This is an optimization exercise on Yosys and OpenROAD, whose aim is small area, not a production implementation. The RTL was checked by simulation tests, not by an equivalence proof against the original design. Power is estimated from default activity; no workload was simulated.

==> inputs of 10-13 <==
==> flow/design.v (excerpt) <==
module lab1_chip(
	input        clk,
	input        rst,
	input        key0,
	output [6:0] hex0,
	output [6:0] hex1
);
	logic keydown;
	logic [3:0] random_value;
	wire led_on;
	Debounce deb0(
		.i_in(key0),
		.i_clk(clk),
		.i_rst(rst),
		.o_neg(keydown)
	);
	Top top0(
		.i_clk(clk),
		.i_rst(rst),
		.i_start(keydown),
		.o_random_out(random_value),
		.o_led_on(led_on)
	);
	SevenHexDecoder seven_dec0(
		.i_hex(random_value),
		.i_on(led_on),
		.o_seven_ten(hex1),
		.o_seven_one(hex0)
	);
endmodule
==> module Top, before the edit <==
module Top(
    input i_clk,
    input i_rst,
    input i_start,
    output [3:0] o_random_out,
    output o_led_on
);
    reg [4:0]  phase;
    reg [15:0] s_clock;
    reg [3:0]  cur_number;
    wire [3:0] random;
    RngGen rngGen(
        .i_clk(i_clk),
        .i_rst(i_rst),
        .o_rnd(random)
    );
    wire idle  = phase[4] & phase[3] & (phase[2] | phase[1]);
    wire blink = phase[4] & ~idle;
    localparam [255:0] NEXT_START = {
        16'hd715,
        16'h2794,
        16'h7c79,
        16'h2623,
        16'h77ee,
        16'haf4d,
        16'he2fb,
        16'h10dc,
        16'h4589,
        16'hd0dc,
        16'h593d,
        16'hf630,
        16'h5d19,
        16'hc456,
        16'hf3da,
        16'h7f6d
    };
    wire [15:0] next_start = phase[4] ? 16'hd715 : NEXT_START[{phase[3:0], 4'd0} +: 16];
    wire [15:0] lfsr_next = {1'b0, s_clock[15:1]} ^ (s_clock[0] ? 16'hb400 : 16'h0000);
    wire tick_ended = &s_clock;
    wire tick_done  = ~idle & tick_ended;
    always @(posedge i_clk)
        s_clock <= i_start ? 16'h553f : tick_done ? next_start : lfsr_next;
    always @(posedge i_clk) begin
        if (i_rst) begin
            phase <= 5'd26;
            cur_number <= '0;
        end else if (i_start) begin
            phase <= 5'd0;
        end else if (tick_done) begin
            phase <= phase + 5'd1;
            if (!phase[4])
                cur_number <= random;
        end
    end
    assign o_random_out = cur_number;
    assign o_led_on = ~(blink & phase[0]);
endmodule
Settings: LEC_CHECK=0, ABC_AREA=1, CAP_MARGIN=20, CORE_MARGIN=2, CORE_UTILIZATION=65, GPL_TIMING_DRIVEN=0, PLACE_DENSITY=0.75, SLEW_MARGIN=20; clock period 7.0 ns.
standard.sh (not shown) runs the stock make flow with config.mk's settings and CLKGATE_MAP_FILE= SYNTH_SCRIPT=/design/flow/synth_recipe.tcl, a recipe that flattens the netlist after the stock synthesis.
==> flow/flow/run.sh <==
#!/bin/bash
# Own layout flow: the standard synthesis, then its combinational logic re-optimised for
# area (full adders in the polarity that needs the fewest inverters, then ABC with the
# flip-flops, full adders and tie cells kept as they are and the rest, half adders too,
# remapped; ABC runs from several random seeds and the smallest netlist is kept), then
# the standard flow from the floorplan on, with smaller clock-tree and port buffers.
set -euo pipefail
W=$PWD
F=$W/flow
R=$W/orfs/results/$FLOW_PLATFORM/lab1_chip/base
LIB=$FLOW_HOME/platforms/sky130hd/lib/sky130_fd_sc_hd__tt_025C_1v80.lib
YOSYS=$FLOW_HOME/../tools/install/yosys/bin/yosys
[ -x "$YOSYS" ] || YOSYS=yosys

bash standard.sh synth > $W/run_synth.log 2>&1
cp $R/1_2_yosys.v $W/std_1_2_yosys.v

mkdir -p $W/reopt
python3 $F/libsplit.py $LIB $W/reopt "fa|conb" > $W/run_libsplit.log 2>&1
python3 $F/fapol.py $W/std_1_2_yosys.v $W/reopt/pol.v > $W/run_fapol.log 2>&1

DU=$(grep -o -- "-dont_use [A-Za-z0-9_]*" $W/orfs/logs/$FLOW_PLATFORM/lab1_chip/base/1_2_yosys.log | sort -u | tr '\n' ' ')
for S in $(seq 0 15); do
  cat > $W/reopt/reopt_$S.ys <<EOF
read_liberty -lib $W/reopt/box.lib
read_liberty -ignore_miss_func $W/reopt/logic.lib
read_verilog $W/reopt/pol.v
hierarchy -top $FLOW_TOP
flatten
opt_clean -purge
abc -liberty $LIB $DU -script "+strash;&get,-n;&deepsyn,-T,20,-S,$S;&put;&get,-n;&dch,-f;&nf,-R,1000,-a;&put"
opt_clean -purge
hilomap -singleton -hicell sky130_fd_sc_hd__conb_1 HI -locell sky130_fd_sc_hd__conb_1 LO
splitnets
opt_clean -purge
stat -liberty $LIB
write_verilog -noattr -nohex -nodec $W/reopt/reopt_$S.v
EOF
done
for B in 0 4 8 12; do
  for S in $(seq $B $((B + 3))); do $YOSYS -s $W/reopt/reopt_$S.ys > $W/run_reopt_$S.log 2>&1 & done; wait
done
BEST=$(for S in $(seq 0 15); do
  a=$(sed -n "s/.*Chip area for module .*: \([0-9.]*\).*/\1/p" $W/run_reopt_$S.log | tail -1)
  [ -n "$a" ] && [ -s $W/reopt/reopt_$S.v ] && echo "$a $S"
done | sort -g | head -1 | cut -d' ' -f2)
if [ -n "$BEST" ]; then
  echo "kept seed $BEST" > $W/run_pick.log
  cp $W/reopt/reopt_$BEST.v $R/1_2_yosys.v
else
  echo "no re-optimised netlist; kept the standard one" > $W/run_pick.log
  cp $W/std_1_2_yosys.v $R/1_2_yosys.v
fi
rm -f $R/1_synth.odb $R/1_synth.sdc

bash standard.sh finish \
  "CTS_ARGS=-sink_clustering_enable -repair_clock_nets -dont_use_dummy_load -buf_list sky130_fd_sc_hd__clkbuf_4" \
  "BUFFER_PORTS_ARGS=-buffer_cell sky130_fd_sc_hd__buf_1" > $W/run_finish.log 2>&1
Other scripts of this flow, unchanged in this note and not shown: flow/flow/fapol.py, flow/flow/libsplit.py
==> 09-11: changes against 10-13 <==
--- a/flow/design.v
+++ b/flow/design.v
@@ -128,26 +128,13 @@
     wire blink = phase[4] & ~idle;
-    localparam [255:0] NEXT_START = {
-        16'hd715,
-        16'h2794,
-        16'h7c79,
-        16'h2623,
-        16'h77ee,
-        16'haf4d,
-        16'he2fb,
-        16'h10dc,
-        16'h4589,
-        16'hd0dc,
-        16'h593d,
-        16'hf630,
-        16'h5d19,
-        16'hc456,
-        16'hf3da,
-        16'h7f6d
+    localparam [255:0] ROLL_END = {
+        16'd47880, 16'd42561, 16'd37836, 16'd33633,
+        16'd29898, 16'd26577, 16'd23625, 16'd21006,
+        16'd18675, 16'd16605, 16'd14760, 16'd13122,
+        16'd11664, 16'd10368, 16'd9216,  16'd8192
     };
-    wire [15:0] next_start = phase[4] ? 16'hd715 : NEXT_START[{phase[3:0], 4'd0} +: 16];
-    wire [15:0] lfsr_next = {1'b0, s_clock[15:1]} ^ (s_clock[0] ? 16'hb400 : 16'h0000);
-    wire tick_ended = &s_clock;
+    wire [15:0] tick_len = phase[4] ? 16'd32768 : ROLL_END[{phase[3:0], 4'd0} +: 16];
+    wire tick_ended = &(s_clock | ~tick_len);
     wire tick_done  = ~idle & tick_ended;
     always @(posedge i_clk)
-        s_clock <= i_start ? 16'h553f : tick_done ? next_start : lfsr_next;
+        s_clock <= (i_start | tick_done) ? 16'd0 : s_clock + 16'd1;
     always @(posedge i_clk) begin
==> flow/flow/run.sh (replaced) <==
#!/bin/bash
# Own layout flow: the standard synthesis, then its combinational logic re-optimised for
# area (full adders in the polarity that needs the fewest inverters, then ABC with the
# flip-flops, full adders and tie cells kept as they are and the rest, half adders too,
# remapped), then the standard flow from the floorplan on, with smaller clock-tree and
# port buffers.
set -euo pipefail
W=$PWD
F=$W/flow
R=$W/orfs/results/$FLOW_PLATFORM/lab1_chip/base
LIB=$FLOW_HOME/platforms/sky130hd/lib/sky130_fd_sc_hd__tt_025C_1v80.lib
YOSYS=$FLOW_HOME/../tools/install/yosys/bin/yosys
[ -x "$YOSYS" ] || YOSYS=yosys

bash standard.sh synth > $W/run_synth.log 2>&1
cp $R/1_2_yosys.v $W/std_1_2_yosys.v

mkdir -p $W/reopt
python3 $F/libsplit.py $LIB $W/reopt "fa|conb" > $W/run_libsplit.log 2>&1
python3 $F/fapol.py $W/std_1_2_yosys.v $W/reopt/pol.v > $W/run_fapol.log 2>&1

DU=$(grep -o -- "-dont_use [A-Za-z0-9_]*" $W/orfs/logs/$FLOW_PLATFORM/lab1_chip/base/1_2_yosys.log | sort -u | tr '\n' ' ')
cat > $W/reopt/reopt.ys <<EOF
read_liberty -lib $W/reopt/box.lib
read_liberty -ignore_miss_func $W/reopt/logic.lib
read_verilog $W/reopt/pol.v
hierarchy -top $FLOW_TOP
flatten
opt_clean -purge
abc -liberty $LIB $DU -script "+strash;&get,-n;&deepsyn,-T,30;&put;&get,-n;&dch,-f;&nf,-R,1000,-a;&put"
opt_clean -purge
hilomap -singleton -hicell sky130_fd_sc_hd__conb_1 HI -locell sky130_fd_sc_hd__conb_1 LO
splitnets
opt_clean -purge
stat -liberty $LIB
write_verilog -noattr -nohex -nodec $W/reopt/reopt.v
EOF
$YOSYS -s $W/reopt/reopt.ys > $W/run_reopt.log 2>&1
cp $W/reopt/reopt.v $R/1_2_yosys.v
rm -f $R/1_synth.odb $R/1_synth.sdc

bash standard.sh finish \
  "CTS_ARGS=-sink_clustering_enable -repair_clock_nets -dont_use_dummy_load -buf_list sky130_fd_sc_hd__clkbuf_4" \
  "BUFFER_PORTS_ARGS=-buffer_cell sky130_fd_sc_hd__buf_1" > $W/run_finish.log 2>&1
--- a/flow/config.mk
+++ b/flow/config.mk
@@ -10,5 +10,3 @@
 export CORE_MARGIN = 2
-export CORE_UTILIZATION = 65
-export GPL_TIMING_DRIVEN = 0
-export PLACE_DENSITY = 0.75
+export CORE_UTILIZATION = 40
 export SLEW_MARGIN = 20
==> 05-12: changes against 10-13 <==
--- a/flow/flow/run.sh
+++ b/flow/flow/run.sh
@@ -22,3 +22,3 @@
 DU=$(grep -o -- "-dont_use [A-Za-z0-9_]*" $W/orfs/logs/$FLOW_PLATFORM/lab1_chip/base/1_2_yosys.log | sort -u | tr '\n' ' ')
-for S in $(seq 0 15); do
+for S in 1 2 3 4 5 6 7 8; do
   cat > $W/reopt/reopt_$S.ys <<EOF
@@ -39,6 +39,5 @@
 done
-for B in 0 4 8 12; do
-  for S in $(seq $B $((B + 3))); do $YOSYS -s $W/reopt/reopt_$S.ys > $W/run_reopt_$S.log 2>&1 & done; wait
-done
-BEST=$(for S in $(seq 0 15); do
+for S in 1 2 3 4; do $YOSYS -s $W/reopt/reopt_$S.ys > $W/run_reopt_$S.log 2>&1 & done; wait
+for S in 5 6 7 8; do $YOSYS -s $W/reopt/reopt_$S.ys > $W/run_reopt_$S.log 2>&1 & done; wait
+BEST=$(for S in 1 2 3 4 5 6 7 8; do
   a=$(sed -n "s/.*Chip area for module .*: \([0-9.]*\).*/\1/p" $W/run_reopt_$S.log | tail -1)
@@ -46,9 +45,4 @@
 done | sort -g | head -1 | cut -d' ' -f2)
-if [ -n "$BEST" ]; then
-  echo "kept seed $BEST" > $W/run_pick.log
-  cp $W/reopt/reopt_$BEST.v $R/1_2_yosys.v
-else
-  echo "no re-optimised netlist; kept the standard one" > $W/run_pick.log
-  cp $W/std_1_2_yosys.v $R/1_2_yosys.v
-fi
+echo "kept seed $BEST" > $W/run_pick.log
+cp $W/reopt/reopt_$BEST.v $R/1_2_yosys.v
 rm -f $R/1_synth.odb $R/1_synth.sdc
==> results.txt <==
09-11 passed the timing, design-rule and antenna checks. 10-13 ran to the end with no violations. 05-12 finished clean. In clock-buffer cell count, 09-11 and 05-12 do not differ. Of 09-11 and 05-12, 09-11 has the higher power (gap about 10%, measured against 05-12). Global-route usage: 05-12 is higher than 09-11 (9.0 points). Against 09-11, the synthesized area of 05-12 is lower by 0.80%. The highest sequential share of layout area belongs to 10-13, the lowest to 09-11. First-iteration DRC count, lowest first: 09-11, 10-13, 05-12. Cell count: 10-13 is smaller than 09-11 (13%). Against 10-13, the die area of 05-12 is higher by 0.56%. In 10-13 the via count is smaller than in 05-12, by 1.9%. Between 09-11 and 10-13, the lower cell area is in 10-13 (gap 3.5%, measured against 10-13).

## port drivers added, routing unchanged
Ports are ideal in the flow. The routed layouts listed here were re-timed in OpenROAD.
Step 1, drivers: a clkbuf_16 drives clk and a buf_2 each remaining input, both assumed.
Step 2 moves the port delays by t, midway between the first and last clock arrival at a register: inputs arrive t later, outputs are due t later. That takes back most of the time a late clock gives input paths.
Slacks: ideal ports / drivers / drivers and shift; pairs: ideal ports / drivers.
| run | t, ns | setup WS [ns] | clock arrival spread, ns | worst data-port slew with drivers (ns) |
|---|---|---|---|---|
| 10-13 | 0.418 | 0.685 / 0.685 / 0.685 | 0.025 / 0.025 | 0.03 |
| 09-11 | 0.418 | 1.076 / 1.076 / 1.076 | 0.040 / 0.041 | 0.03 |
| 05-12 | 0.393 | 0.609 / 0.609 / 0.609 | 0.035 / 0.034 | 0.03 |
After both steps setup and hold are still met in every run listed.
